This is an optimization exercise on Yosys and OpenROAD, whose aim is small area, not a production implementation.
Function was checked by simulation only, so behaviour that the tests miss may differ from the original.
No driver is modelled on the clock port, so clocking that relies on it looks cheaper here than on a real chip.
Power and IR drop assume default switching activity.

File: design.v
module RAM_set (
    input [31:0] record,
    input [6:0] state,
    input colr,
    input [1:0] ph,
    input pix,
    input [6:0] q,
    input [2:0] r,
    input [9:0] vv,
    output d_pix,
    output e_pix,
    output d_q_0,
    output d_q_1,
    output d_q_2,
    output d_q_3,
    output d_q_4,
    output d_q_5,
    output d_q_6,
    output d_vv_0,
    output d_vv_1,
    output d_vv_2,
    output d_vv_3,
    output d_vv_4,
    output d_vv_5,
    output d_vv_6,
    output d_vv_7,
    output d_vv_8,
    output d_vv_9,
    output d_ph_0,
    output d_ph_1,
    output hs,
    output vs
);
  wire n44;
  wire n45;
  wire n47;
  wire n49;
  wire n50;
  wire n51;
  wire n52;
  wire n55;
  wire n56;
  wire n59;
  wire n61;
  wire n63;
  wire n64;
  wire n65;
  wire n67;
  wire n69;
  wire n70;
  wire n73;
  wire n74;
  wire n75;
  wire n77;
  wire n79;
  wire n81;
  wire n82;
  wire n83;
  wire n84;
  wire n86;
  wire n87;
  wire n88;
  wire n89;
  wire n90;
  wire n91;
  wire n92;
  wire n93;
  wire n94;
  wire n95;
  wire n96;
  wire n97;
  wire n98;
  wire n99;
  wire n100;
  wire n101;
  wire n102;
  wire n103;
  wire n104;
  wire n105;
  wire n106;
  wire n107;
  wire n108;
  wire n109;
  wire n110;
  wire n111;
  wire n112;
  wire n113;
  wire n114;
  wire n115;
  wire n116;
  wire n117;
  wire n118;
  wire n119;
  wire n120;
  wire n121;
  wire n122;
  wire n123;
  wire n124;
  wire n125;
  wire n126;
  wire n127;
  wire n128;
  wire n129;
  wire n130;
  wire n131;
  wire n132;
  wire n133;
  wire n134;
  wire n135;
  wire n136;
  wire n137;
  wire n138;
  wire n139;
  wire n140;
  wire n141;
  wire n142;
  wire n143;
  wire n144;
  wire n145;
  wire n146;
  wire n147;
  wire n148;
  wire n149;
  wire n150;
  wire n151;
  wire n152;
  wire n153;
  wire n154;
  wire n155;
  wire n156;
  wire n157;
  wire n158;
  wire n159;
  wire n160;
  wire n161;
  wire n162;
  wire n163;
  wire n164;
  wire n165;
  wire n166;
  wire n167;
  wire n168;
  wire n169;
  wire n170;
  wire n171;
  wire n172;
  wire n173;
  wire n174;
  wire n175;
  wire n176;
  wire n177;
  wire n178;
  wire n179;
  wire n180;
  wire n181;
  wire n182;
  wire n183;
  wire n184;
  wire n185;
  wire n186;
  wire n187;
  wire n188;
  wire n189;
  wire n190;
  wire n191;
  wire n192;
  wire n193;
  wire n194;
  wire n195;
  wire n196;
  wire n197;
  wire n198;
  wire n199;
  wire n200;
  wire n201;
  wire n202;
  wire n203;
  wire n204;
  wire n205;
  wire n206;
  wire n207;
  wire n208;
  wire n209;
  wire n210;
  wire n211;
  wire n212;
  wire n213;
  wire n214;
  wire n215;
  wire n216;
  wire n217;
  wire n218;
  wire n219;
  wire n220;
  wire n221;
  wire n222;
  wire n223;
  wire n224;
  wire n225;
  wire n226;
  wire n227;
  wire n228;
  wire n229;
  wire n230;
  wire n231;
  wire n232;
  wire n233;
  wire n234;
  wire n235;
  wire n236;
  wire n237;
  wire n238;
  wire n239;
  wire n240;
  wire n241;
  wire n242;
  wire n243;
  wire n244;
  wire n245;
  wire n246;
  wire n247;
  wire n248;
  wire n249;
  wire n250;
  wire n251;
  wire n252;
  wire n253;
  wire n254;
  wire n255;
  wire n256;
  wire n257;
  wire n258;
  wire n259;
  wire n260;
  wire n261;
  wire n262;
  wire n263;
  wire n264;
  wire n265;
  wire n266;
  wire n267;
  wire n268;
  wire n269;
  wire n270;
  wire n271;
  wire n272;
  wire n273;
  wire n274;
  wire n275;
  wire n276;
  wire n277;
  wire n278;
  wire n279;
  wire n280;
  wire n285;
  wire n287;
  wire n288;
  wire n290;
  wire n291;
  wire n292;
  wire n293;
  wire n294;
  wire n295;
  wire n297;
  wire n298;
  wire n299;
  wire n300;
  wire n301;
  wire n302;
  wire n303;
  wire n304;
  wire n305;
  wire n306;
  wire n307;
  wire n308;
  wire n309;
  wire n310;
  wire n311;
  wire n312;
  wire n313;
  wire n314;
  wire n315;
  wire n316;
  wire n317;
  wire n318;
  wire n319;
  wire n320;
  wire n321;
  wire n322;
  wire n323;
  wire n324;
  wire n325;
  wire n326;
  wire n327;
  wire n328;
  wire n329;
  wire n330;
  wire n331;
  wire n332;
  wire n333;
  wire n334;
  wire n335;
  wire n336;
  wire n337;
  wire n338;
  wire n339;
  wire n340;
  wire n341;
  wire n342;
  wire n343;
  wire n344;
  wire n345;
  wire n346;
  wire n347;
  wire n348;
  wire n349;
  wire n350;
  wire n351;
  wire n352;
  wire n353;
  wire n354;
  wire n355;
  wire n356;
  assign n47 = (~ph[0]);
  assign n49 = (~n47&~ph[1]);
  assign n50 = (~n49);
  assign n51 = (~n47) | (~ph[1]);
  assign n52 = (~n50) | (~n51);
  assign n55 = (~q[3]&~q[2]);
  assign n56 = (~n55);
  assign n59 = (~q[1]&~n56) | (~q[4]);
  assign n61 = (~q[6]);
  assign n63 = (~n61) | (~q[5]);
  assign n64 = (q[3]&q[2]) | (n59) | (n63);
  assign n65 = (ph[1]) | (n64);
  assign n67 = (~vv[0]);
  assign n69 = (~vv[1]);
  assign n70 = (~n67&~n69);
  assign n73 = (~vv[3]&~n70&~vv[2]);
  assign n74 = (~vv[1]&~vv[2]);
  assign n75 = (~vv[2]&~n74) | (~n70&~n74);
  assign n77 = (~r[0]);
  assign n79 = (~n77&~r[1]);
  assign n81 = (~r[1]&~r[2]);
  assign n82 = (~q[3]);
  assign n83 = (~n82&~n63&~q[4]);
  assign n84 = (~n83);
  assign n86 = (~q[0]);
  assign n87 = (~q[1]);
  assign n88 = (~n86) | (~n87);
  assign n89 = (~record[13]&~n88);
  assign n90 = (~n86) | (~q[1]);
  assign n91 = (~q[0]) | (~q[1]);
  assign n92 = (~record[1]&~n91) | (~record[5]&~n90);
  assign n93 = (~n86&~q[1]);
  assign n94 = (~n93);
  assign n95 = (~record[9]&~n94) | (~q[2]);
  assign n96 = (~n89&~n92&~n95);
  assign n97 = (~record[17]&~n91);
  assign n98 = (~record[21]&~n90) | (~record[29]&~n88);
  assign n99 = (~q[2]);
  assign n100 = (~record[25]&~n94) | (~n99);
  assign n101 = (~n97&~n98&~n100);
  assign n102 = (~state[2]);
  assign n103 = (~n87&~state[0]);
  assign n104 = (~state[5]);
  assign n105 = (~n102&~n104) | (~n103&~n104);
  assign n106 = (~state[3]);
  assign n107 = (~state[6]&~state[4]);
  assign n108 = (~state[6]) | (~state[4]);
  assign n109 = (~n106&~n107) | (~n102&~n107) | (~n108&~n107);
  assign n110 = (~n82) | (~state[0]);
  assign n111 = (~state[0]) | (~n106);
  assign n112 = (~n82&~state[0]) | (~state[1]) | (~state[5]) | (~n111);
  assign n113 = (~state[1]&~state[5]&~n110) | (~n112);
  assign n114 = (~state[0]&~n104&~n102&~state[1]);
  assign n115 = (~n102&~n114) | (~n113&~n114);
  assign n116 = (~n106&~n109&~n64&~n115) | (~n107&~n109&~n64&~n115);
  assign n117 = (~n86&~n105) | (~n116);
  assign n118 = (~n82&~state[2]) | (~q[1]);
  assign n119 = (~n82&~n94) | (~n118);
  assign n120 = (~n84&~n96&~n101) | (~n117&~n119);
  assign n121 = (~n120);
  assign n122 = (record[6]&record[14]&q[2]) | (n90&record[14]&q[2]) | (record[6]&n88&q[2]) | (n90&n88&q[2]);
  assign n123 = (~record[2]&~n91) | (~record[10]&~n94) | (~n122);
  assign n124 = (~record[30]&~n88);
  assign n125 = (~record[18]&~n91) | (~record[22]&~n90);
  assign n126 = (~q[2]&~n124&~n125);
  assign n127 = (~record[26]&~n94) | (~n126);
  assign n128 = (~q[0]&~n102) | (~n99);
  assign n129 = (~n86&~n102&~n90) | (~n86&~n102&~n128) | (~n86&~n93&~n90) | (~n55&~n102&~n90) | (~n86&~n93&~n128) | (~n55&~n102&~n128) | (~n55&~n93&~n90) | (~n55&~n93&~n128);
  assign n130 = (~n117&~n129);
  assign n131 = (~n83&~n130) | (~n123&~n130) | (~n127&~n130);
  assign n132 = (~record[0]&~n91);
  assign n133 = (~record[8]&~n94) | (~record[12]&~n88);
  assign n134 = (~n99&~n132&~n133);
  assign n135 = (~record[4]&~n90) | (~n134);
  assign n136 = (record[16]&record[24]&n99) | (n91&record[24]&n99) | (record[16]&n94&n99) | (n91&n94&n99);
  assign n137 = (~record[20]&~n90) | (~record[28]&~n88) | (~n136);
  assign n138 = (~n106&~n56) | (~q[3]&~n94);
  assign n139 = (~n102&~n91);
  assign n140 = (~q[3]&~q[2]) | (~n102&~q[2]);
  assign n141 = (~n90&~n140);
  assign n142 = (~n138&~n139&~n141&~n117);
  assign n143 = (~n83&~n142) | (~n135&~n142) | (~n137&~n142);
  assign n144 = (~n121) | (~n131) | (~n143);
  assign n145 = (~record[31]&~n88);
  assign n146 = (~record[27]&~n94);
  assign n147 = (~record[23]&~n90);
  assign n148 = (~record[19]&~n91) | (~n99);
  assign n149 = (~n145&~n146&~n147&~n148);
  assign n150 = (~record[3]&~n91);
  assign n151 = (~record[11]&~n94);
  assign n152 = (~record[7]&~n90);
  assign n153 = (~record[15]&~n88) | (~q[2]);
  assign n154 = (~n150&~n151&~n152&~n153);
  assign n155 = (~n84&~n149&~n154);
  assign n156 = (~n155);
  assign n157 = (~r[0]&~r[1]);
  assign n158 = (~r[1]);
  assign n159 = (~n158&~n120);
  assign n160 = (~n157&~n159);
  assign n161 = (~n131&~n156);
  assign n162 = (~n161);
  assign n163 = (~n143&~n156&~n160) | (~n162);
  assign n164 = (~n86&~state[2]) | (~n118);
  assign n165 = (n99&state[6]&n91) | (n104&state[6]&n91) | (n99&n56&n91) | (n104&n56&n91);
  assign n166 = (~n164&~n83) | (~n165&~n83) | (~n116&~n83);
  assign n167 = (~n166&~n155);
  assign n168 = (~n143);
  assign n169 = (~n131);
  assign n170 = (~n169&~n156);
  assign n171 = (~n170);
  assign n172 = (~n168&~n171);
  assign n173 = (~n79);
  assign n174 = (~n120&~n143&~n131);
  assign n175 = (~n173) | (~n174);
  assign n176 = (n167&n175) | (n172&n175);
  assign n177 = (~n163&~n176) | (~n81&~n144);
  assign n178 = (~n166);
  assign n179 = (~n143&~n173);
  assign n180 = (~n120&~n179);
  assign n181 = (~n121&~n168);
  assign n182 = (~n181);
  assign n183 = (~r[2]);
  assign n184 = (~n77&~n183);
  assign n185 = (~n184);
  assign n186 = (~n182&~n185);
  assign n187 = (~n178&~n130&~n180&~n186);
  assign n188 = (~n187);
  assign n189 = (~n121) | (~n131);
  assign n190 = (~n77&~n158);
  assign n191 = (~n190);
  assign n192 = (~n189) | (~n191);
  assign n193 = (~n167&~n172) | (~n192&~n172);
  assign n194 = (~n143) | (~n173);
  assign n195 = (~n166) | (~n130);
  assign n196 = (~n195&~n179);
  assign n197 = (~n194&~vv[2]) | (~n196&~vv[2]);
  assign n198 = (n79&n188&n193&n197) | (n177&n188&n193&n197);
  assign n199 = (~r[1]) | (~r[2]);
  assign n200 = (~n77) | (~n81);
  assign n201 = (~n199) | (~n200);
  assign n202 = (~n198&~n201);
  assign n203 = (~r[0]&~n143);
  assign n204 = (~r[2]&~n203) | (~n170&~n203);
  assign n205 = (~r[1]&~n121);
  assign n206 = (~n205);
  assign n207 = (~n143&~n169);
  assign n208 = (~n207) | (~n206);
  assign n209 = (~n159&~n208) | (~n168&~n206);
  assign n210 = (~n209);
  assign n211 = (~n195);
  assign n212 = (~r[0]&~n120);
  assign n213 = (~n162&~n212);
  assign n214 = (~n211&~n213) | (~n191);
  assign n215 = (~n209&~n214) | (~n171&~n210);
  assign n216 = (~n120&~n143);
  assign n217 = (~n181&~n216);
  assign n218 = (~n217&~n191);
  assign n219 = (~n183&~n189) | (~n167);
  assign n220 = (n173&n175) | (n174&n175);
  assign n221 = (~n121&~n203);
  assign n222 = (~n183&~n171&~n212&~n221);
  assign n223 = (~n67) | (~n69);
  assign n224 = (~r[0]) | (~n166);
  assign n225 = (~n210&~n224);
  assign n226 = (~n222&~n223&~n225);
  assign n227 = (~n218&~n219&~n220) | (~n226);
  assign n228 = (~n204&~n227) | (~n215&~n227);
  assign n229 = (~n79) | (~n189);
  assign n230 = (~n229&~n207);
  assign n231 = (n81&n167) | (n230&n167);
  assign n232 = (~vv[2]);
  assign n233 = (~n216&~n232) | (~n81&~n232);
  assign n234 = (~r[0]&~n157) | (~r[0]&~n170) | (~n130&~n157) | (~n130&~n170);
  assign n235 = (~vv[2]&~n162) | (~n185&~n162) | (~n206&~n162);
  assign n236 = (~n182&~n67) | (~n235&~n67);
  assign n237 = (~n168&~n234) | (~n161&~n233) | (~n236);
  assign n238 = (n121&n220) | (n169&n220);
  assign n239 = (~n77&n238) | (~n172&n238);
  assign n240 = (~r[2]&~n168);
  assign n241 = (~n77&~n240);
  assign n242 = (~n171&~n241) | (~n195);
  assign n243 = (~n120&~n225) | (~n242&~n225);
  assign n244 = (~n239&~n243);
  assign n245 = (~n231&~n237&~n244);
  assign n246 = (~n228&~n245);
  assign n247 = (~n217) | (~n191);
  assign n248 = (~n180&~n205);
  assign n249 = (~n195&~n248);
  assign n250 = (~n249&~n187) | (~n230&~n247);
  assign n251 = (~r[0]&~n158&~n156&~n144);
  assign n252 = (~n143&~n156&~n238);
  assign n253 = (~n131&~n174&~n251&~n252) | (~n231&~n174&~n251&~n252);
  assign n254 = (~n81&~n163);
  assign n255 = (~n253&~n254);
  assign n256 = (~n121&~r[0]&~n162) | (~n121&~n217&~n162) | (~n157&~r[0]&~n162) | (~n157&~n217&~n162);
  assign n257 = (~n166&~n256);
  assign n258 = (~n186&~n239&~n255) | (~n257);
  assign n259 = (~n67) | (~vv[1]) | (~n250) | (~n258);
  assign n260 = (~n75) | (~n202) | (~n246) | (~n259);
  assign n261 = (~r[2]&~n182) | (~n230);
  assign n262 = (~n157&~n247&~n240);
  assign n263 = (~n162&~n262&~n218);
  assign n264 = (~n162&~n166&~n263) | (~n261&~n166&~n263) | (~n253&~n166&~n263);
  assign n265 = (~n77&~r[2]);
  assign n266 = (~n143&~n168) | (~n143&~n190) | (~n205&~n168) | (~n205&~n190);
  assign n267 = (~n166&~n256&~n214) | (~n188&~n266);
  assign n268 = (~n77) | (~n195) | (~n216);
  assign n269 = (~n217&~n171) | (~n219);
  assign n270 = (~n242&~n269) | (~n79&~n222);
  assign n271 = (~n257&~n268) | (~n270);
  assign n272 = (~n267&~n271) | (~n67);
  assign n273 = (~n216&~n229);
  assign n274 = (~n177&~n273) | (~n224&~n266) | (~n197);
  assign n275 = (~vv[0]) | (~n274);
  assign n276 = (~n77&~n159&~n250);
  assign n277 = (~n184&~n232&~n276&~n264) | (~n211&~n232&~n276&~n264);
  assign n278 = (~n272&~n75&~n201&~n277) | (~n275&~n75&~n201&~n277);
  assign n279 = (~n264&~n278) | (~n265&~n278) | (~n143&~n278);
  assign n280 = (n260&n279);
  assign n285 = (vv[7]) | (vv[6]) | (vv[8]) | (vv[4]);
  assign n287 = (vv[9]) | (n285);
  assign n288 = (~n74);
  assign n290 = (~vv[5]);
  assign n291 = (~vv[3]&~n290) | (~n288&~n290);
  assign n292 = (~n73&~n280&~n287&n291);
  assign n45 = (vv[3]) | (vv[5]) | (n288) | (n287);
  assign n293 = (~r[0]&~n199);
  assign n294 = (~q[0]&~n56&~n293);
  assign n295 = (~q[5]);
  assign n44 = (~n59&~n294) | (~n61) | (~n295);
  assign n297 = (colr&pix) | (n49&pix) | (colr&n50) | (n49&n50);
  assign n298 = (~vv[4]);
  assign n299 = (~n77) | (~r[1]) | (~n183);
  assign n300 = (~q[6]) | (~q[4]) | (~q[5]);
  assign n301 = (~q[3]&~n99&~n91&~n300);
  assign n302 = (~n77&~n50);
  assign n303 = (~r[1]) | (~n49);
  assign n304 = (~r[1]&~n302) | (~n303);
  assign n305 = (~n299&~n301) | (~n304);
  assign n306 = (~n299&~n305);
  assign n307 = (~vv[0]) | (~n306);
  assign n308 = (~n69&~n307&~n232);
  assign n309 = (~vv[3]) | (~n308);
  assign n310 = (~n298&~n309);
  assign n311 = (~n310);
  assign n312 = (~n290&~n311);
  assign n313 = (~n290&~n312) | (~n311&~n312);
  assign n314 = (~n298&~n310) | (~n309&~n310);
  assign n315 = (~vv[9]) | (~vv[2]) | (~vv[3]) | (~n290);
  assign n316 = (n50) | (n223) | (n315) | (n285);
  assign n317 = (~vv[3]&~n308) | (~n316&~n308);
  assign n318 = (~vv[3]&~n317) | (~n308&~n317);
  assign n319 = (~n69&~n307);
  assign n320 = (~vv[2]&~n319) | (~n316&~n319);
  assign n321 = (~n308&~n320);
  assign n322 = (~n69&~n319) | (~n307&~n319);
  assign n323 = (vv[0]&n307&n316) | (n306&n307&n316);
  assign n324 = (~n49) | (~n293);
  assign n325 = (~n91&~n324);
  assign n326 = (~q[2]) | (~n325);
  assign n327 = (~n326);
  assign n328 = (q[3]&n327&q[4]);
  assign n329 = (~q[5]&~n328);
  assign n330 = (~n306&~n328);
  assign n331 = (~n295&~n330);
  assign n332 = (~n329&~n331);
  assign n333 = (~n82&~n326);
  assign n334 = (q[4]&n330) | (n333&n330);
  assign n335 = (~n82&~n333) | (~n326&~n333);
  assign n336 = (~n265&~n303);
  assign n337 = (~n183&~n336) | (~n303&~n336);
  assign n338 = (~q[2]&~n325);
  assign n339 = (~n327&~n338);
  assign n340 = (~n63&~n330) | (~n61&~n331);
  assign n341 = (~n86&~n324);
  assign n342 = (~q[1]&~n341);
  assign n343 = (~n306&~n342&~n325);
  assign n344 = (~vv[8]);
  assign n345 = (~vv[7]);
  assign n346 = (~vv[6]) | (~n312);
  assign n347 = (~n345&~n346);
  assign n348 = (~n347);
  assign n349 = (~n344&~n348);
  assign n350 = (~vv[9]&~n349) | (~n316);
  assign n351 = (~vv[9]&~n350) | (~n349&~n350);
  assign n352 = (~n86&~n341) | (~n324&~n341);
  assign n353 = (~n77&~n302&~n293) | (~n50&~n302&~n293);
  assign n354 = (~n344&~n349) | (~n348&~n349);
  assign n355 = (~n345&~n347) | (~n346&~n347);
  assign n356 = (vv[6]&n346) | (n312&n346);
  assign d_pix = n292;
  assign e_pix = n65;
  assign d_q_0 = n352;
  assign d_q_1 = n343;
  assign d_q_2 = n339;
  assign d_q_3 = n335;
  assign d_q_4 = n334;
  assign d_q_5 = n332;
  assign d_q_6 = n340;
  assign d_vv_0 = n323;
  assign d_vv_1 = n322;
  assign d_vv_2 = n321;
  assign d_vv_3 = n318;
  assign d_vv_4 = n314;
  assign d_vv_5 = n313;
  assign d_vv_6 = n356;
  assign d_vv_7 = n355;
  assign d_vv_8 = n354;
  assign d_vv_9 = n351;
  assign d_ph_0 = n47;
  assign d_ph_1 = n52;
  assign hs = n44;
  assign vs = n45;
endmodule
module vga_top (
    input         clk,
    input         rst,
    input  [31:0] record,
    input  [ 6:0] state,
    output [ 3:0] red,
    output [ 3:0] green,
    output [ 3:0] blue,
    output        hs,
    output        vs
);
  reg [1:0] ph;
  reg pix;
  reg [6:0] q;
  reg [9:0] vv;
  reg colr;
  reg [2:0] r;
  wire d_pix;
  wire e_pix;
  wire d_q_0;
  wire d_q_1;
  wire d_q_2;
  wire d_q_3;
  wire d_q_4;
  wire d_q_5;
  wire d_q_6;
  wire d_vv_0;
  wire d_vv_1;
  wire d_vv_2;
  wire d_vv_3;
  wire d_vv_4;
  wire d_vv_5;
  wire d_vv_6;
  wire d_vv_7;
  wire d_vv_8;
  wire d_vv_9;
  wire d_ph_0;
  wire d_ph_1;
  RAM_set u_logic (
      .record(record),
      .state(state),
      .colr(colr),
      .ph(ph),
      .pix(pix),
      .q(q),
      .r(r),
      .vv(vv),
      .d_pix(d_pix),
      .e_pix(e_pix),
      .d_q_0(d_q_0),
      .d_q_1(d_q_1),
      .d_q_2(d_q_2),
      .d_q_3(d_q_3),
      .d_q_4(d_q_4),
      .d_q_5(d_q_5),
      .d_q_6(d_q_6),
      .d_vv_0(d_vv_0),
      .d_vv_1(d_vv_1),
      .d_vv_2(d_vv_2),
      .d_vv_3(d_vv_3),
      .d_vv_4(d_vv_4),
      .d_vv_5(d_vv_5),
      .d_vv_6(d_vv_6),
      .d_vv_7(d_vv_7),
      .d_vv_8(d_vv_8),
      .d_vv_9(d_vv_9),
      .d_ph_0(d_ph_0),
      .d_ph_1(d_ph_1),
      .hs(hs),
      .vs(vs)
  );
  always @(posedge clk) if (e_pix) pix <= d_pix;
  always @(posedge clk or negedge rst) if (!rst) q[0] <= 1'b1; else q[0] <= d_q_0;
  always @(posedge clk or negedge rst) if (!rst) q[1] <= 1'b0; else q[1] <= d_q_1;
  always @(posedge clk or negedge rst) if (!rst) q[2] <= 1'b1; else q[2] <= d_q_2;
  always @(posedge clk or negedge rst) if (!rst) q[3] <= 1'b0; else q[3] <= d_q_3;
  always @(posedge clk or negedge rst) if (!rst) q[4] <= 1'b0; else q[4] <= d_q_4;
  always @(posedge clk or negedge rst) if (!rst) q[5] <= 1'b0; else q[5] <= d_q_5;
  always @(posedge clk or negedge rst) if (!rst) q[6] <= 1'b0; else q[6] <= d_q_6;
  always @(posedge clk or negedge rst) if (!rst) vv[0] <= 1'b0; else vv[0] <= d_vv_0;
  always @(posedge clk or negedge rst) if (!rst) vv[1] <= 1'b0; else vv[1] <= d_vv_1;
  always @(posedge clk or negedge rst) if (!rst) vv[2] <= 1'b0; else vv[2] <= d_vv_2;
  always @(posedge clk or negedge rst) if (!rst) vv[3] <= 1'b0; else vv[3] <= d_vv_3;
  always @(posedge clk or negedge rst) if (!rst) vv[4] <= 1'b0; else vv[4] <= d_vv_4;
  always @(posedge clk or negedge rst) if (!rst) vv[5] <= 1'b0; else vv[5] <= d_vv_5;
  always @(posedge clk or negedge rst) if (!rst) vv[6] <= 1'b0; else vv[6] <= d_vv_6;
  always @(posedge clk or negedge rst) if (!rst) vv[7] <= 1'b0; else vv[7] <= d_vv_7;
  always @(posedge clk or negedge rst) if (!rst) vv[8] <= 1'b0; else vv[8] <= d_vv_8;
  always @(posedge clk or negedge rst) if (!rst) vv[9] <= 1'b0; else vv[9] <= d_vv_9;
  always @(posedge clk or negedge rst) if (!rst) ph[0] <= 1'b0; else ph[0] <= d_ph_0;
  always @(posedge clk or negedge rst) if (!rst) ph[1] <= 1'b0; else ph[1] <= d_ph_1;
  always @(posedge clk or negedge rst)
    if (!rst) colr <= 1'b0;
    else if (ph == 2'd1) colr <= pix;
  always @(posedge clk or negedge rst)
    if (!rst) r <= 3'd1;
    else if (ph == 2'd1) r <= (q == 7'd119 && r == 3'd2) ? 3'd1 : (r == 3'd6) ? 3'd0 : r + 3'd1;
  assign red[0] = colr;
  assign red[1] = colr;
  assign red[2] = colr;
  assign red[3] = colr;
  assign green[0] = colr;
  assign green[1] = colr;
  assign green[2] = colr;
  assign green[3] = colr;
  assign blue[0] = colr;
  assign blue[1] = colr;
  assign blue[2] = colr;
  assign blue[3] = colr;
endmodule
File: flow/run.sh
#!/bin/bash
# Own layout flow: the standard ORFS flow (standard.sh, synth_recipe.tcl)
# with these changes:
#  - synthesis maps the logic with an area-oriented ABC script (flow/area.abc)
#    instead of ORFS's speed script (the RTL's logic is already optimised, see
#    gen/) and leaves adders as plain gates (no extract_fa); the rest of
#    synthesis is the standard flow's synth_recipe.tcl (same registers, flatten and rename);
#  - port buffers are buf_1 cells;
#  - CTS without dummy loads, with clkbuf_8 buffers; after CTS the root
#    buffer, which drives only the leaf buffers, is shrunk to clkbuf_2
#    (flow/root.tcl).
#  - the logic network ABC maps in synthesis is flow/logic.blif, an ABC
#    optimisation (gen/opt.py) of the very network this synthesis hands to
#    ABC; the flow checks that network's MD5 first (abc_in.blif) and falls
#    back to mapping it as it is (flow/area.abc) if it is not the expected one.
# Each step's full output goes to log_<step>.txt in the work folder.
set -uo pipefail
W=$PWD
{
  echo 'proc abc {args} {'
  echo '  set i [lsearch -exact $args -script]'
  echo '  if {$i >= 0} { set args [lreplace $args [expr {$i + 1}] [expr {$i + 1}] $::env(OWN_ABC_SCRIPT)] }'
  echo '  yosys abc {*}$args'
  echo '}'
  echo 'proc extract_fa {args} { puts "extract_fa skipped" }'
  cat "$W/synth_recipe.tcl"
} > "$W/own_synth.tcl"
sed -E "s#'?SYNTH_SCRIPT=[^ ]*#SYNTH_SCRIPT=$W/own_synth.tcl#" "$W/standard.sh" > "$W/own_standard.sh"
ABC_IN_MD5=b71cb3d5de529e66695d4dc3b07acef7
printf 'write_blif %s\nread_blif %s\nstrash\ndch -f\namap\ntopo\n' "$W/abc_in.blif" "$W/flow/logic.blif" > "$W/best.abc"
export OWN_ABC_SCRIPT="$W/best.abc"
export BUFFER_PORTS_ARGS="-buffer_cell sky130_fd_sc_hd__buf_1"
export CTS_ARGS="-sink_clustering_enable -repair_clock_nets -dont_use_dummy_load -buf_list sky130_fd_sc_hd__clkbuf_8 -sink_clustering_size 30 -sink_clustering_max_diameter 100"
run_step() {
  echo "== $1"
  if ! bash "$W/own_standard.sh" "$1" > "$W/log_$1.txt" 2>&1; then
    echo "step $1 failed"
    tail -40 "$W/log_$1.txt"
    exit 1
  fi
}
R="$W/orfs/results/$FLOW_PLATFORM/vga_top/base"
run_step synth
got=$(tail -n +2 "$W/abc_in.blif" | md5sum | cut -d' ' -f1)
if [[ "$got" != "$ABC_IN_MD5" ]]; then
  echo "ABC input $got is not the one flow/logic.blif was made from: mapping it as it is"
  mv "$W/log_synth.txt" "$W/log_synth_first.txt"
  rm -rf "$W/orfs"
  export OWN_ABC_SCRIPT="$W/flow/area.abc"
  run_step synth
fi
for t in floorplan place cts; do run_step "$t"; done
echo "== root clock buffer"
if ! LIB_FILE="$FLOW_HOME/platforms/sky130hd/lib/sky130_fd_sc_hd__tt_025C_1v80.lib" \
  ODB_IN="$R/4_cts.odb" ODB_OUT="$R/4_cts.odb" ROOT_CELL=sky130_fd_sc_hd__clkbuf_2 \
  openroad -no_init -exit "$W/flow/root.tcl" > "$W/log_rootbuf.txt" 2>&1; then
  echo "root buffer step failed"; tail -40 "$W/log_rootbuf.txt"; exit 1
fi
for t in route finish; do
  echo "== $t"
  if ! bash "$W/own_standard.sh" "$t" > "$W/log_$t.txt" 2>&1; then
    echo "step $t failed"
    tail -40 "$W/log_$t.txt"
    exit 1
  fi
done
ls -l "$W/out"
File: flow/area.abc
strash
dch -f
amap
topo
File: flow/logic.blif
.model netlist
.inputs ys__n1 ys__n6 ys__n8 ys__n9 ys__n11 ys__n12 ys__n14 ys__n16 ys__n19 \
 ys__n22 ys__n23 ys__n29 ys__n30 ys__n34 ys__n48 ys__n50 ys__n64 ys__n67 \
 ys__n124 ys__n126 ys__n128 ys__n132 ys__n137 ys__n139 ys__n141 ys__n145 \
 ys__n166 ys__n168 ys__n171 ys__n173 ys__n180 ys__n182 ys__n185 ys__n186 \
 ys__n205 ys__n210 ys__n212 ys__n215 ys__n218 ys__n223 ys__n225 ys__n228 \
 ys__n231 ys__n238 ys__n240 ys__n243 ys__n244 ys__n259 ys__n261 ys__n264 \
 ys__n266 ys__n334 ys__n412 ys__n428 ys__n501 ys__n502 ys__n504 ys__n506 \
 ys__n508 ys__n511 ys__n512 ys__n621 ys__n622
.outputs ys__n413 ys__n517 ys__n543 ys__n551 ys__n552 ys__n556 ys__n566 \
 ys__n567 ys__n570 ys__n575 ys__n578 ys__n579 ys__n586 ys__n587 ys__n592 \
 ys__n595 ys__n596 ys__n600 ys__n610 ys__n611 ys__n612 ys__n613 ys__n614 \
 ys__n618 ys__n619 ys__n620 ys__n623
.names ys__n12 ys__n16 new_n91
01 1
.names ys__n215 new_n91 new_n92
01 1
.names ys__n30 new_n92 new_n93
00 1
.names ys__n12 ys__n16 new_n94
00 1
.names ys__n210 new_n94 new_n95
01 1
.names ys__n12 ys__n16 new_n96
10 1
.names ys__n212 new_n96 new_n97
01 1
.names ys__n12 ys__n16 new_n98
11 1
.names ys__n218 new_n98 new_n99
01 1
.names new_n97 new_n99 new_n100
00 1
.names new_n95 new_n100 new_n101
01 1
.names new_n93 new_n101 new_n102
11 1
.names ys__n223 new_n98 new_n103
01 1
.names ys__n30 new_n103 new_n104
10 1
.names ys__n231 new_n94 new_n105
01 1
.names ys__n228 new_n91 new_n106
01 1
.names ys__n225 new_n96 new_n107
01 1
.names new_n106 new_n107 new_n108
00 1
.names new_n105 new_n108 new_n109
01 1
.names new_n104 new_n109 new_n110
11 1
.names ys__n22 ys__n23 new_n111
01 1
.names ys__n14 ys__n19 new_n112
10 1
.names new_n111 new_n112 new_n113
11 1
.names new_n110 new_n113 new_n114
01 1
.names new_n102 new_n114 new_n115
01 1
.names ys__n50 ys__n67 new_n116
01 1
.names ys__n14 ys__n67 new_n117
10 1
.names ys__n34 ys__n64 new_n118
11 1
.names new_n117 new_n118 new_n119
01 1
.names new_n116 new_n119 new_n120
01 1
.names ys__n14 ys__n34 new_n121
00 1
.names ys__n64 ys__n67 new_n122
01 1
.names new_n121 new_n122 new_n123
11 1
.names new_n120 new_n123 new_n124
00 1
.names ys__n11 new_n124 new_n125
00 1
.names ys__n11 ys__n34 new_n126
11 1
.names ys__n50 ys__n64 new_n127
10 1
.names ys__n67 new_n127 new_n128
01 1
.names new_n126 new_n128 new_n129
11 1
.names new_n125 new_n129 new_n130
00 1
.names ys__n14 ys__n30 new_n131
00 1
.names ys__n16 new_n131 new_n132
01 1
.names ys__n19 new_n132 new_n133
10 1
.names ys__n14 ys__n30 new_n134
11 1
.names new_n133 new_n134 new_n135
10 1
.names new_n111 new_n135 new_n136
11 1
.names ys__n48 ys__n50 new_n137
00 1
.names ys__n29 new_n137 new_n138
00 1
.names ys__n29 new_n137 new_n139
11 1
.names new_n138 new_n139 new_n140
00 1
.names ys__n48 ys__n50 new_n141
11 1
.names new_n140 new_n141 new_n142
00 1
.names new_n136 new_n142 new_n143
11 1
.names new_n130 new_n143 new_n144
01 1
.names ys__n11 new_n96 new_n145
01 1
.names ys__n11 ys__n14 new_n146
01 1
.names new_n91 new_n146 new_n147
10 1
.names new_n145 new_n147 new_n148
00 1
.names ys__n30 ys__n34 new_n149
11 1
.names ys__n29 new_n131 new_n150
01 1
.names new_n149 new_n150 new_n151
00 1
.names new_n148 new_n151 new_n152
01 1
.names new_n144 new_n152 new_n153
11 1
.names new_n113 new_n153 new_n154
00 1
.names new_n115 new_n154 new_n155
00 1
.names ys__n11 ys__n16 new_n156
01 1
.names ys__n67 new_n156 new_n157
01 1
.names ys__n34 new_n157 new_n158
10 1
.names ys__n12 new_n158 new_n159
10 1
.names new_n144 new_n159 new_n160
10 1
.names ys__n12 new_n131 new_n161
01 1
.names new_n145 new_n161 new_n162
00 1
.names ys__n30 new_n91 new_n163
10 1
.names ys__n11 new_n94 new_n164
11 1
.names new_n163 new_n164 new_n165
00 1
.names new_n162 new_n165 new_n166
11 1
.names new_n160 new_n166 new_n167
10 1
.names ys__n240 new_n96 new_n168
01 1
.names ys__n30 new_n168 new_n169
10 1
.names ys__n244 new_n91 new_n170
01 1
.names ys__n238 new_n98 new_n171
01 1
.names ys__n243 new_n94 new_n172
01 1
.names new_n171 new_n172 new_n173
00 1
.names new_n170 new_n173 new_n174
01 1
.names new_n169 new_n174 new_n175
11 1
.names ys__n261 new_n94 new_n176
01 1
.names ys__n30 new_n176 new_n177
00 1
.names ys__n259 new_n96 new_n178
01 1
.names ys__n266 new_n91 new_n179
01 1
.names ys__n264 new_n98 new_n180
01 1
.names new_n179 new_n180 new_n181
00 1
.names new_n178 new_n181 new_n182
01 1
.names new_n177 new_n182 new_n183
11 1
.names new_n113 new_n183 new_n184
10 1
.names new_n175 new_n184 new_n185
01 1
.names new_n167 new_n185 new_n186
00 1
.names new_n115 new_n186 new_n187
11 1
.names ys__n171 new_n96 new_n188
01 1
.names ys__n30 new_n188 new_n189
10 1
.names ys__n173 new_n94 new_n190
01 1
.names ys__n166 new_n91 new_n191
01 1
.names ys__n168 new_n98 new_n192
01 1
.names new_n191 new_n192 new_n193
00 1
.names new_n190 new_n193 new_n194
01 1
.names new_n189 new_n194 new_n195
11 1
.names ys__n182 new_n94 new_n196
01 1
.names ys__n30 new_n196 new_n197
00 1
.names ys__n185 new_n96 new_n198
01 1
.names ys__n180 new_n91 new_n199
01 1
.names ys__n186 new_n98 new_n200
01 1
.names new_n199 new_n200 new_n201
00 1
.names new_n198 new_n201 new_n202
01 1
.names new_n197 new_n202 new_n203
11 1
.names new_n113 new_n203 new_n204
10 1
.names new_n195 new_n204 new_n205
01 1
.names ys__n30 ys__n50 new_n206
01 1
.names new_n96 new_n206 new_n207
00 1
.names ys__n14 new_n207 new_n208
00 1
.names ys__n11 new_n98 new_n209
11 1
.names ys__n30 new_n146 new_n210
00 1
.names new_n91 new_n210 new_n211
10 1
.names new_n209 new_n211 new_n212
00 1
.names new_n208 new_n212 new_n213
01 1
.names new_n160 new_n213 new_n214
11 1
.names new_n205 new_n214 new_n215
00 1
.names new_n187 new_n215 new_n216
11 1
.names new_n155 new_n216 new_n217
00 1
.names ys__n8 ys__n9 new_n218
10 1
.names ys__n128 new_n91 new_n219
01 1
.names ys__n30 new_n219 new_n220
10 1
.names ys__n132 new_n96 new_n221
01 1
.names ys__n126 new_n98 new_n222
01 1
.names ys__n124 new_n94 new_n223
01 1
.names new_n222 new_n223 new_n224
00 1
.names new_n221 new_n224 new_n225
01 1
.names new_n220 new_n225 new_n226
11 1
.names ys__n141 new_n94 new_n227
01 1
.names ys__n30 new_n227 new_n228
00 1
.names ys__n139 new_n91 new_n229
01 1
.names ys__n137 new_n98 new_n230
01 1
.names ys__n145 new_n96 new_n231
01 1
.names new_n230 new_n231 new_n232
00 1
.names new_n229 new_n232 new_n233
01 1
.names new_n228 new_n233 new_n234
11 1
.names new_n113 new_n234 new_n235
10 1
.names new_n226 new_n235 new_n236
01 1
.names ys__n14 new_n96 new_n237
11 1
.names ys__n16 new_n146 new_n238
10 1
.names new_n237 new_n238 new_n239
00 1
.names new_n160 new_n239 new_n240
11 1
.names new_n236 new_n240 new_n241
00 1
.names new_n215 new_n241 new_n242
01 1
.names new_n186 new_n242 new_n243
01 1
.names new_n218 new_n243 new_n244
01 1
.names new_n217 new_n244 new_n245
00 1
.names new_n115 new_n186 new_n246
10 1
.names new_n215 new_n218 new_n247
01 1
.names new_n241 new_n247 new_n248
10 1
.names ys__n9 new_n241 new_n249
00 1
.names new_n248 new_n249 new_n250
00 1
.names new_n215 new_n218 new_n251
10 1
.names new_n247 new_n251 new_n252
00 1
.names new_n115 new_n252 new_n253
11 1
.names new_n250 new_n253 new_n254
01 1
.names new_n246 new_n254 new_n255
00 1
.names new_n245 new_n255 new_n256
01 1
.names new_n186 new_n241 new_n257
11 1
.names ys__n9 ys__n205 new_n258
00 1
.names new_n215 new_n258 new_n259
10 1
.names new_n257 new_n259 new_n260
11 1
.names new_n256 new_n260 new_n261
00 1
.names new_n218 new_n257 new_n262
10 1
.names new_n243 new_n262 new_n263
01 1
.names new_n261 new_n263 new_n264
10 1
.names ys__n8 ys__n9 new_n265
11 1
.names new_n215 new_n265 new_n266
01 1
.names new_n215 new_n249 new_n267
11 1
.names new_n266 new_n267 new_n268
00 1
.names ys__n8 new_n154 new_n269
11 1
.names new_n268 new_n269 new_n270
01 1
.names new_n154 new_n167 new_n271
11 1
.names new_n252 new_n271 new_n272
11 1
.names ys__n1 new_n272 new_n273
00 1
.names ys__n334 new_n273 new_n274
11 1
.names new_n270 new_n274 new_n275
01 1
.names new_n264 new_n275 new_n276
01 1
.names ys__n8 new_n215 new_n277
00 1
.names new_n241 new_n277 new_n278
00 1
.names ys__n8 new_n241 new_n279
01 1
.names ys__n205 new_n187 new_n280
11 1
.names new_n279 new_n280 new_n281
01 1
.names new_n278 new_n281 new_n282
01 1
.names new_n218 new_n282 new_n283
00 1
.names ys__n205 new_n215 new_n284
01 1
.names ys__n8 new_n284 new_n285
10 1
.names new_n187 new_n285 new_n286
10 1
.names new_n271 new_n286 new_n287
00 1
.names ys__n205 new_n257 new_n288
11 1
.names new_n155 new_n288 new_n289
10 1
.names new_n215 new_n241 new_n290
10 1
.names new_n242 new_n290 new_n291
00 1
.names new_n187 new_n291 new_n292
10 1
.names new_n289 new_n292 new_n293
00 1
.names new_n287 new_n293 new_n294
11 1
.names new_n283 new_n294 new_n295
00 1
.names ys__n8 ys__n205 new_n296
11 1
.names new_n290 new_n296 new_n297
11 1
.names new_n154 new_n167 new_n298
10 1
.names new_n248 new_n298 new_n299
01 1
.names new_n297 new_n299 new_n300
01 1
.names new_n268 new_n300 new_n301
01 1
.names ys__n334 new_n301 new_n302
00 1
.names new_n295 new_n302 new_n303
01 1
.names ys__n8 new_n291 new_n304
11 1
.names ys__n8 ys__n9 new_n305
00 1
.names new_n241 new_n305 new_n306
11 1
.names new_n246 new_n306 new_n307
10 1
.names new_n304 new_n307 new_n308
01 1
.names new_n154 new_n308 new_n309
00 1
.names new_n215 new_n271 new_n310
00 1
.names new_n279 new_n310 new_n311
11 1
.names new_n309 new_n311 new_n312
01 1
.names new_n246 new_n279 new_n313
10 1
.names new_n271 new_n313 new_n314
00 1
.names new_n265 new_n314 new_n315
00 1
.names new_n309 new_n315 new_n316
11 1
.names new_n312 new_n316 new_n317
00 1
.names new_n303 new_n317 new_n318
11 1
.names ys__n9 ys__n205 new_n319
11 1
.names ys__n205 new_n305 new_n320
01 1
.names new_n319 new_n320 new_n321
00 1
.names ys__n1 ys__n6 new_n322
00 1
.names ys__n6 ys__n334 new_n323
11 1
.names ys__n1 new_n323 new_n324
11 1
.names new_n322 new_n324 new_n325
00 1
.names new_n321 new_n325 new_n326
10 1
.names new_n318 new_n326 new_n327
01 1
.names new_n276 new_n327 new_n328
01 1
.names new_n186 new_n215 new_n329
10 1
.names new_n262 new_n329 new_n330
10 1
.names new_n265 new_n291 new_n331
01 1
.names new_n330 new_n331 new_n332
01 1
.names new_n250 new_n271 new_n333
01 1
.names new_n300 new_n333 new_n334
00 1
.names new_n332 new_n334 new_n335
00 1
.names ys__n9 new_n241 new_n336
11 1
.names ys__n8 new_n336 new_n337
10 1
.names new_n335 new_n337 new_n338
11 1
.names new_n271 new_n296 new_n339
11 1
.names ys__n1 new_n339 new_n340
10 1
.names new_n338 new_n340 new_n341
01 1
.names new_n328 new_n341 new_n342
10 1
.names new_n218 new_n243 new_n343
10 1
.names new_n244 new_n343 new_n344
00 1
.names new_n186 new_n241 new_n345
10 1
.names ys__n8 new_n216 new_n346
01 1
.names new_n345 new_n346 new_n347
00 1
.names new_n344 new_n347 new_n348
11 1
.names new_n215 new_n336 new_n349
10 1
.names new_n115 new_n349 new_n350
10 1
.names new_n348 new_n350 new_n351
01 1
.names new_n258 new_n330 new_n352
00 1
.names new_n155 new_n352 new_n353
10 1
.names new_n186 new_n353 new_n354
11 1
.names new_n243 new_n354 new_n355
00 1
.names new_n351 new_n355 new_n356
01 1
.names ys__n205 new_n290 new_n357
01 1
.names new_n330 new_n357 new_n358
10 1
.names new_n246 new_n358 new_n359
00 1
.names new_n356 new_n359 new_n360
11 1
.names new_n265 new_n291 new_n361
10 1
.names new_n284 new_n331 new_n362
01 1
.names new_n361 new_n362 new_n363
00 1
.names new_n305 new_n363 new_n364
00 1
.names new_n246 new_n364 new_n365
10 1
.names new_n154 new_n365 new_n366
00 1
.names new_n360 new_n366 new_n367
01 1
.names new_n342 new_n367 new_n368
00 1
.names ys__n8 new_n284 new_n369
11 1
.names new_n328 new_n369 new_n370
00 1
.names new_n368 new_n370 new_n371
00 1
.names new_n255 new_n258 new_n372
10 1
.names new_n356 new_n372 new_n373
00 1
.names ys__n1 new_n296 new_n374
10 1
.names new_n249 new_n374 new_n375
01 1
.names new_n290 new_n375 new_n376
00 1
.names new_n373 new_n376 new_n377
10 1
.names ys__n1 new_n377 new_n378
10 1
.names new_n246 new_n378 new_n379
00 1
.names new_n249 new_n329 new_n380
01 1
.names new_n336 new_n380 new_n381
01 1
.names new_n267 new_n381 new_n382
00 1
.names new_n269 new_n382 new_n383
10 1
.names new_n241 new_n287 new_n384
00 1
.names new_n383 new_n384 new_n385
00 1
.names new_n348 new_n385 new_n386
00 1
.names new_n246 new_n376 new_n387
11 1
.names new_n216 new_n305 new_n388
11 1
.names ys__n8 new_n167 new_n389
11 1
.names new_n215 new_n389 new_n390
11 1
.names ys__n334 new_n390 new_n391
10 1
.names new_n388 new_n391 new_n392
01 1
.names new_n387 new_n392 new_n393
01 1
.names new_n353 new_n393 new_n394
01 1
.names new_n386 new_n394 new_n395
01 1
.names new_n379 new_n395 new_n396
01 1
.names new_n297 new_n348 new_n397
00 1
.names new_n373 new_n397 new_n398
01 1
.names new_n309 new_n398 new_n399
10 1
.names ys__n6 ys__n334 new_n400
10 1
.names new_n335 new_n400 new_n401
01 1
.names new_n399 new_n401 new_n402
01 1
.names new_n218 new_n261 new_n403
01 1
.names new_n257 new_n265 new_n404
00 1
.names new_n155 new_n404 new_n405
10 1
.names new_n216 new_n405 new_n406
00 1
.names new_n273 new_n406 new_n407
11 1
.names new_n300 new_n407 new_n408
01 1
.names new_n403 new_n408 new_n409
01 1
.names new_n315 new_n382 new_n410
11 1
.names ys__n205 new_n187 new_n411
01 1
.names new_n382 new_n411 new_n412
01 1
.names new_n410 new_n412 new_n413
00 1
.names new_n277 new_n413 new_n414
00 1
.names new_n265 new_n289 new_n415
01 1
.names new_n344 new_n415 new_n416
01 1
.names ys__n6 ys__n334 new_n417
00 1
.names new_n282 new_n417 new_n418
01 1
.names new_n383 new_n418 new_n419
01 1
.names new_n416 new_n419 new_n420
01 1
.names new_n414 new_n420 new_n421
01 1
.names new_n321 new_n325 new_n422
11 1
.names new_n421 new_n422 new_n423
01 1
.names new_n409 new_n423 new_n424
01 1
.names new_n402 new_n424 new_n425
01 1
.names new_n396 new_n425 new_n426
01 1
.names new_n371 new_n426 new_n427
00 1
.names ys__n501 ys__n502 new_n428
00 1
.names ys__n504 ys__n506 new_n429
00 1
.names new_n428 new_n429 new_n430
11 1
.names ys__n508 new_n430 new_n431
01 1
.names ys__n511 new_n322 new_n432
10 1
.names ys__n1 ys__n511 new_n433
00 1
.names new_n323 new_n433 new_n434
01 1
.names ys__n512 new_n434 new_n435
10 1
.names new_n432 new_n435 new_n436
01 1
.names new_n431 new_n436 new_n437
11 1
.names new_n427 new_n437 ys__n517
01 1
.names ys__n1 ys__n334 new_n439
10 1
.names ys__n508 ys__n511 new_n440
11 1
.names new_n439 new_n440 new_n441
11 1
.names ys__n6 ys__n512 new_n442
00 1
.names ys__n412 ys__n428 new_n443
10 1
.names new_n442 new_n443 new_n444
11 1
.names new_n441 new_n444 new_n445
11 1
.names new_n430 new_n445 new_n446
11 1
.names ys__n1 new_n446 new_n447
10 1
.names ys__n8 new_n443 new_n448
11 1
.names new_n319 new_n443 new_n449
01 1
.names ys__n8 new_n449 new_n450
00 1
.names new_n448 new_n450 ys__n618
00 1
.names ys__n9 new_n443 new_n452
11 1
.names ys__n22 ys__n23 new_n453
11 1
.names ys__n30 new_n453 new_n454
11 1
.names new_n98 new_n454 new_n455
11 1
.names new_n135 new_n455 new_n456
11 1
.names ys__n618 new_n456 new_n457
10 1
.names new_n452 new_n457 new_n458
10 1
.names ys__n618 new_n458 new_n459
11 1
.names ys__n334 new_n459 new_n460
11 1
.names ys__n6 new_n460 new_n461
11 1
.names new_n447 new_n461 new_n462
00 1
.names ys__n1 new_n461 new_n463
11 1
.names new_n462 new_n463 ys__n543
00 1
.names ys__n8 new_n319 new_n465
01 1
.names new_n443 new_n465 new_n466
11 1
.names ys__n12 new_n466 new_n467
11 1
.names ys__n16 new_n467 new_n468
11 1
.names ys__n30 new_n468 new_n469
11 1
.names ys__n14 new_n469 new_n470
11 1
.names ys__n19 new_n470 new_n471
11 1
.names new_n459 new_n471 new_n472
00 1
.names ys__n23 new_n472 new_n473
10 1
.names ys__n23 new_n471 new_n474
00 1
.names new_n473 new_n474 ys__n551
00 1
.names ys__n30 new_n468 new_n476
00 1
.names new_n469 new_n476 ys__n552
00 1
.names ys__n16 new_n467 new_n478
00 1
.names new_n468 new_n478 new_n479
00 1
.names new_n459 new_n479 ys__n556
01 1
.names ys__n412 ys__n428 new_n481
01 1
.names new_n443 new_n481 ys__n566
00 0
.names ys__n428 new_n136 ys__n567
01 0
.names new_n433 new_n442 new_n484
11 1
.names new_n431 new_n484 ys__n570
11 0
.names new_n161 new_n465 new_n486
10 1
.names new_n133 new_n486 new_n487
10 1
.names ys__n22 ys__n23 new_n488
00 1
.names new_n487 new_n488 ys__n575
01 0
.names ys__n511 new_n463 new_n490
11 1
.names ys__n506 new_n490 new_n491
11 1
.names ys__n512 new_n491 new_n492
11 1
.names ys__n512 new_n491 new_n493
00 1
.names new_n492 new_n493 ys__n578
00 1
.names ys__n506 new_n490 new_n495
00 1
.names new_n491 new_n495 ys__n579
00 1
.names ys__n511 new_n446 new_n497
10 1
.names new_n463 new_n497 new_n498
00 1
.names new_n490 new_n498 ys__n586
00 1
.names ys__n6 new_n460 new_n500
00 1
.names new_n461 new_n500 ys__n587
00 1
.names ys__n334 new_n459 new_n502
00 1
.names new_n446 new_n460 new_n503
00 1
.names new_n502 new_n503 ys__n592
01 1
.names ys__n19 new_n470 new_n505
00 1
.names new_n472 new_n505 ys__n595
10 1
.names ys__n14 new_n469 new_n507
00 1
.names new_n470 new_n507 ys__n596
00 1
.names ys__n22 new_n473 new_n509
10 1
.names new_n111 new_n472 new_n510
10 1
.names new_n509 new_n510 ys__n600
00 0
.names ys__n501 new_n492 new_n512
11 1
.names ys__n502 new_n512 new_n513
11 1
.names ys__n504 new_n513 new_n514
11 1
.names new_n446 new_n514 new_n515
00 1
.names ys__n508 new_n515 new_n516
10 1
.names ys__n508 new_n514 new_n517
00 1
.names new_n516 new_n517 ys__n610
00 1
.names ys__n12 new_n466 new_n519
00 1
.names new_n467 new_n519 ys__n611
00 1
.names ys__n504 new_n513 new_n521
00 1
.names new_n514 new_n521 ys__n612
00 1
.names ys__n502 new_n512 new_n523
00 1
.names new_n513 new_n523 ys__n613
00 1
.names ys__n501 new_n492 new_n525
00 1
.names new_n512 new_n525 ys__n614
00 1
.names ys__n9 new_n448 new_n527
00 1
.names new_n458 new_n527 ys__n619
00 1
.names ys__n205 new_n452 new_n529
10 1
.names new_n265 new_n449 new_n530
11 1
.names new_n529 new_n530 ys__n620
00 0
.names ys__n622 new_n443 new_n532
10 1
.names ys__n621 new_n443 new_n533
11 1
.names new_n532 new_n533 ys__n623
00 0
.names ys__n412 ys__n413
0 1
.end
File: flow/root.tcl
# Shrink the clock tree's root buffer: it drives only the leaf clock buffers.
read_liberty $::env(LIB_FILE)
read_db $::env(ODB_IN)
set block [ord::get_db_block]
set root ""
foreach inst [$block getInsts] {
  set m [[$inst getMaster] getName]
  if {[string match "sky130_fd_sc_hd__clkbuf_*" $m]} {
    set net [[$inst findITerm A] getNet]
    if {$net ne "NULL" && [llength [$net getBTerms]] > 0} { set root $inst }
  }
}
if {$root ne ""} {
  puts "root clock buffer [$root getName] ([[$root getMaster] getName]) -> $::env(ROOT_CELL)"
  replace_cell [$root getName] $::env(ROOT_CELL)
}
write_db $::env(ODB_OUT)
File: standard.sh
#!/bin/bash
# synth_recipe.tcl (not shown) runs the flow's synth.tcl, then flattens the netlist and writes it again
# the make line also repeats each setting of config.mk as NAME=value (left out here)
make -C /OpenROAD-flow-scripts/flow DESIGN_CONFIG=/design/flow/config.mk WORK_HOME=/design/flow/orfs CLKGATE_MAP_FILE= SYNTH_SCRIPT=/design/flow/synth_recipe.tcl "${@:-finish}"
File: config.mk
export PLATFORM = sky130hd
export DESIGN_NAME = vga_top
export DESIGN_NICKNAME = vga_top
export VERILOG_FILES = /design/flow/design.v
export SDC_FILE = /design/flow/constraint.sdc
export NUM_CORES = 4
export LEC_CHECK = 0
export CAP_MARGIN = 0
export CORE_MARGIN = 2
export CORE_UTILIZATION = 65
export SLEW_MARGIN = 0
File: constraint.sdc
create_clock -name core_clock -period 10.0 [get_ports {clk}]
set_input_delay 2.0000 -clock core_clock [delete_from_list [all_inputs] [get_ports {clk}]]
set_output_delay 2.0000 -clock core_clock [all_outputs]
set_load 0.01 [all_outputs]
==> notes.md <==
# TYPE chip_impl_metric gauge
chip_impl_metric{name="area_of_the_multi_input_gates",unit="mm^2"} 0.00127
chip_impl_metric{name="die_height",unit="um"} 61.1
chip_impl_info{name="commonest_register_cell_after_synthesis",value="sky130_fd_sc_hd__dfrtp_1"} 1
chip_impl_metric{name="drt_pass1_iterations",unit=""} 6
chip_impl_metric{name="slew_viol_final",unit=""} 0
chip_impl_metric{name="num-fill-cells",unit=""} 269
chip_impl_metric{name="critical_path.max_fanout",unit=""} 6
chip_impl_metric{name="routed_via_density",unit=""} 6.54
chip_impl_metric{name="fmax",unit="MHz"} 157
chip_impl_metric{name="hold-path-cell-count",unit=""} 1
chip_impl_metric{name="top_level_ports",unit=""} 55
chip_impl_metric{name="placer_congestion",unit=""} 1.17
chip_impl_metric{name="syn_avg_cell_area",unit="um^2"} 6.64
chip_impl_metric{name="synth_edf_count",unit=""} 1
chip_impl_metric{name="p_switching",unit="W"} 0.0000351
chip_impl_info{name="critical_path_class",value="in -> reg"} 1
chip_impl_metric{name="power_per_cell_area",unit="mW/mm^2"} 68.4
chip_impl_metric{name="cts_htree_levels",unit=""} 1
chip_impl_info{name="cts_tree",value="built"} 1
chip_impl_metric{name="p_clk_share",unit="%"} 31.0
chip_impl_metric{name="finish.net_count",unit=""} 408
chip_impl_metric{name="clock_skew",unit="ns"} 0.00783
chip_impl_metric{name="power_frac_comb",unit="%"} 7.7
chip_impl_metric{name="maxSlewHeadroom",unit="%"} 50.4
chip_impl_info{name="grt_setup_unrepaired",value="no"} 1
chip_impl_metric{name="initial_core_util",unit="%"} 68.8
chip_impl_metric{name="grt.overflow.total",unit=""} 0
chip_impl_metric{name="synthesis.yosys.warnings",unit=""} 1
chip_impl_metric{name="grt_antenna_before_repair",unit=""} 0
chip_impl_metric{name="final.period_utilization",unit="%"} 63.6
chip_impl_metric{name="clock_latency_of_the_later_clocked_register_in_the_worst_skew_pair",unit="ns"} 0.29
chip_impl_metric{name="synth-seq-cells",unit=""} 24
chip_impl_metric{name="cellInternalPower",unit="W"} 0.000124
chip_impl_metric{name="clkSinkCount",unit=""} 24
chip_impl_info{name="run_status",value="no timing/DRC/antenna violations"} 1
chip_impl_metric{name="ir_drop_worst_case_vdd",unit="mV"} 0.0943
chip_impl_metric{name="ff_latch_area",unit="um^2"} 609
chip_impl_metric{name="maximum_number_of_pins_on_one_net_before_global_route_repair",unit=""} 24
chip_impl_metric{name="number_of_buffers_created_by_cts",unit=""} 3
chip_impl_metric{name="clock_path_buffers",unit=""} 2
chip_impl_metric{name="worst-endpoint-required",unit="ns"} 10.11
chip_impl_metric{name="final.min_clock_period",unit="ns"} 6.36
chip_impl_metric{name="cts.repair.resized",unit=""} 0
chip_impl_metric{name="diodes",unit=""} 0
chip_impl_metric{name="timing.final.setup_violations",unit=""} 0
chip_impl_info{name="cts-root-buf",value="sky130_fd_sc_hd__clkbuf_8"} 1
chip_impl_metric{name="seq_power_share",unit="%"} 61.3
chip_impl_metric{name="die_x",unit="um"} 61.1
chip_impl_metric{name="routed-via-count",unit=""} 2675
chip_impl_metric{name="post_cts.repair.setup_buffers",unit=""} 0
chip_impl_metric{name="place.port_buffers",unit=""} 54
chip_impl_metric{name="first_global_vias",unit=""} 2428
chip_impl_metric{name="drv.max_cap_violation_count",unit=""} 0
chip_impl_metric{name="grt_pass1_wl",unit="um"} 10500
chip_impl_info{name="crit_path_end_kind",value="flop"} 1
chip_impl_metric{name="std_cell_rows",unit=""} 20
chip_impl_metric{name="routed_wl",unit="um"} 6540
chip_impl_metric{name="postSynthCellCount",unit=""} 319
chip_impl_metric{name="area_growth_syn_to_layout",unit="%"} 9.81
chip_impl_metric{name="ctsHoldBuffers",unit=""} 0
chip_impl_metric{name="fin_tns_setup",unit="ns"} 0
chip_impl_metric{name="nets_in_the_synthesized_netlist",unit=""} 360
chip_impl_metric{name="dp_hpwl",unit="um"} 4830
chip_impl_metric{name="share_of_final_layout_standard_cells_stronger_than_drive_strength_1",unit="%"} 1.92
chip_impl_metric{name="finalHoldViolations",unit=""} 0
chip_impl_metric{name="drt_first_iter_violations",unit=""} 555
chip_impl_metric{name="power.leakage",unit="nW"} 0.888
chip_impl_metric{name="max_slew.worst_pin.slew",unit="ns"} 0.725
chip_impl_metric{name="worstRegToRegCells",unit=""} 21
chip_impl_metric{name="worst_ep_arrival_time",unit="ns"} 6.47
chip_impl_info{name="start_kind",value="primary input"} 1
chip_impl_metric{name="global_route.usage.total",unit="%"} 37.3
chip_impl_metric{name="power.total",unit="W"} 0.000159
chip_impl_metric{name="wl_per_cell",unit="um"} 16.0
chip_impl_metric{name="core-area",unit="mm^2"} 0.00308
chip_impl_metric{name="synthArstFlopShare",unit="%"} 95.8
chip_impl_metric{name="synth_sequential_area_ratio",unit="%"} 28.8
chip_impl_metric{name="drc",unit=""} 0
chip_impl_metric{name="cts.clk_slew.worst_paths",unit="ns"} 0.08
chip_impl_metric{name="yosys.cell_types.count",unit=""} 33
chip_impl_metric{name="ant_nets",unit=""} 0
chip_impl_metric{name="synthesis.area",unit="mm^2"} 0.00212
chip_impl_metric{name="design.die.area",unit="mm^2"} 0.00373
chip_impl_metric{name="swShare",unit="%"} 22.1
chip_impl_info{name="min-delay-path-class",value="reg -> reg"} 1
==> Yosys cell counts, types with 3 or more instances <==
cell / instances / area, um^2
sky130_fd_sc_hd__nor4_1: 6 / 37.5
sky130_fd_sc_hd__clkinv_1: 38 / 143
sky130_fd_sc_hd__o21a_1: 7 / 52.6
sky130_fd_sc_hd__nand2_1: 30 / 113
sky130_fd_sc_hd__o221a_1: 5 / 56.3
sky130_fd_sc_hd__o22a_1: 3 / 26.3
sky130_fd_sc_hd__o22ai_1: 12 / 75.1
sky130_fd_sc_hd__nand3_1: 6 / 30.0
sky130_fd_sc_hd__nor3_1: 16 / 80.1
sky130_fd_sc_hd__dfstp_2: 3 / 78.8
sky130_fd_sc_hd__a211oi_1: 3 / 22.5
sky130_fd_sc_hd__buf_4: 12 / 90.1
sky130_fd_sc_hd__a21oi_1: 22 / 110
sky130_fd_sc_hd__dfrtp_1: 20 / 500
sky130_fd_sc_hd__o21ai_0: 22 / 110
sky130_fd_sc_hd__a31oi_1: 9 / 56.3
sky130_fd_sc_hd__o221ai_1: 5 / 43.8
sky130_fd_sc_hd__o211ai_1: 3 / 22.5
sky130_fd_sc_hd__nor2_1: 76 / 285
==> critical path, stage by stage <==
cell	delay [ns]
sky130_fd_sc_hd__buf_1	0.11
sky130_fd_sc_hd__clkinv_1	0.12
sky130_fd_sc_hd__nor4_1	0.29
sky130_fd_sc_hd__a21oi_1	0.07
sky130_fd_sc_hd__a2111oi_0	0.59
sky130_fd_sc_hd__nand2_1	0.18
sky130_fd_sc_hd__o21ai_0	0.55
sky130_fd_sc_hd__clkinv_1	0.31
sky130_fd_sc_hd__nor2_1	0.24
sky130_fd_sc_hd__clkinv_1	0.16
sky130_fd_sc_hd__a211oi_1	0.42
sky130_fd_sc_hd__o21ai_0	0.20
sky130_fd_sc_hd__o221ai_1	0.24
sky130_fd_sc_hd__o21ai_0	0.17
sky130_fd_sc_hd__nor2_1	0.13
sky130_fd_sc_hd__nor2_1	0.05
sky130_fd_sc_hd__o221a_1	0.21
sky130_fd_sc_hd__nor3_1	0.15
sky130_fd_sc_hd__nor2_1	0.08
sky130_fd_sc_hd__nor4_1	0.18
==> power by group through the flow <==
| stage | combinational, W | clock, W | sequential, W |
|---|---|---|---|
| finish | 0.0000122 | 0.0000493 | 0.0000975 |
| CTS | 0.0000122 | 0.0000554 | 0.0000975 |
| global placement | 0.0000118 | 0 | 0.0000994 |
| detailed placement | 0.0000121 | 0 | 0.0000994 |
| floorplan | 0.00000339 | 0 | 0.0000994 |
| global route | 0.0000142 | 0.0000528 | 0.0000975 |
==> per-stage QoR <==
stage | utilization, % | area [um^2] | setup WS [ns] | cells | hold slack, ns
6_report | 75.5 | 2320 | 3.64 | 409 | 0.471
5_1_grt | 75.5 | 2320 | 3.28 | 409 | 0.483
4_1_cts | 75.8 | 2330 | 3.84 | 409 | 0.470
3_5_place_dp | 74.5 | 2290 | 3.56 | 406 | 0.446
3_3_place_gp | 74.5 | 2290 | 3.74 | 406 | 0.445
2_1_floorplan | - | 2120 | 4.46 | 319 | 0.434
==> worst paths after layout <==
check                      slack, ns     to     start
max                             3.64    pix  state[3]
min                             0.47  ph[0]     ph[0]
max reg2reg                     4.59    pix      q[2]
min reg2reg                     0.47  ph[0]     ph[0]
max in group asynchronous       8.06   r[0]       rst
min in group asynchronous       1.66   q[5]       rst
==> flip-flops by register name (all words and copies together), names as in the netlist <==
name / cells
pix: 1
vv: 10
ph: 2
colr: 1
q: 7
r: 3
==> cell type report <==
class                           instances  area share (%)
Tap cell                               44            2.37
Clock buffer                            3            1.40
Inverter                               38            6.14
Sequential cell                        24            26.2
Timing Repair Buffer                   55            9.04
Multi-Input combinational cell        245            54.8
==> per-layer routing <==
layer	wire [um]	track usage (%)	up-vias	share of wire, %
met5	0	0	-	0
met4	242	17.7	0	3.7
met3	766	4.62	35	12
met2	3070	61.7	224	47
met1	2460	48.8	1183	38
li1	-	-	1233	-
==> cell families after synthesis <==
group                  count (synthesis)  synth area share (%)
AO/OA/AOI/OAI                        100                  30.9
flip-flops                            24                  28.8
buffers and inverters                 50                  11.0
AND/OR/NAND/NOR                      145                  29.4
==> cell usage in the layout, fill, tap and decap left out, types with 3 or more instances in the layout <==
| master | instances |
|---|---|
| sky130_fd_sc_hd__o221ai_1 | 5 |
| sky130_fd_sc_hd__dfstp_2 | 3 |
| sky130_fd_sc_hd__a211oi_1 | 3 |
| sky130_fd_sc_hd__o21a_1 | 7 |
| sky130_fd_sc_hd__nand2_1 | 30 |
| sky130_fd_sc_hd__o211ai_1 | 3 |
| sky130_fd_sc_hd__a31oi_1 | 9 |
| sky130_fd_sc_hd__o22ai_1 | 12 |
| sky130_fd_sc_hd__o221a_1 | 5 |
| sky130_fd_sc_hd__nor2_1 | 76 |
| sky130_fd_sc_hd__buf_1 | 54 |
| sky130_fd_sc_hd__dfrtp_1 | 20 |
| sky130_fd_sc_hd__nand3_1 | 6 |
| sky130_fd_sc_hd__clkinv_1 | 38 |
| sky130_fd_sc_hd__a21oi_1 | 22 |
| sky130_fd_sc_hd__nor3_1 | 16 |
| sky130_fd_sc_hd__o21ai_0 | 22 |
| sky130_fd_sc_hd__nor4_1 | 6 |
| sky130_fd_sc_hd__o22a_1 | 3 |

[afterwards: timing with drivers on the ports]
How much do the figures lean on ideal ports? The routed layout below was timed once more, with nothing changed but the port constraints. Step 1 assumes that a clkbuf_16 drives the clock port and a buf_2 every other input. Step 2 times the ports against the registers' clock, not the clock port: input delays grow and output delays shrink by t, the midpoint of the rising clock arrivals with the driver on. Three values: ideal ports, drivers, drivers and shift; two values: the first two.
shift t [ns]: 0.307
setup slack, ns: 3.637 / 3.635 / 3.328
worst register clock-pin slew, ns: 0.08 / 0.08
After both steps setup and hold are still met in this run. For this run, drivers alone change the setup slack by -0.002 ns; drivers and shift together by -0.309 ns.
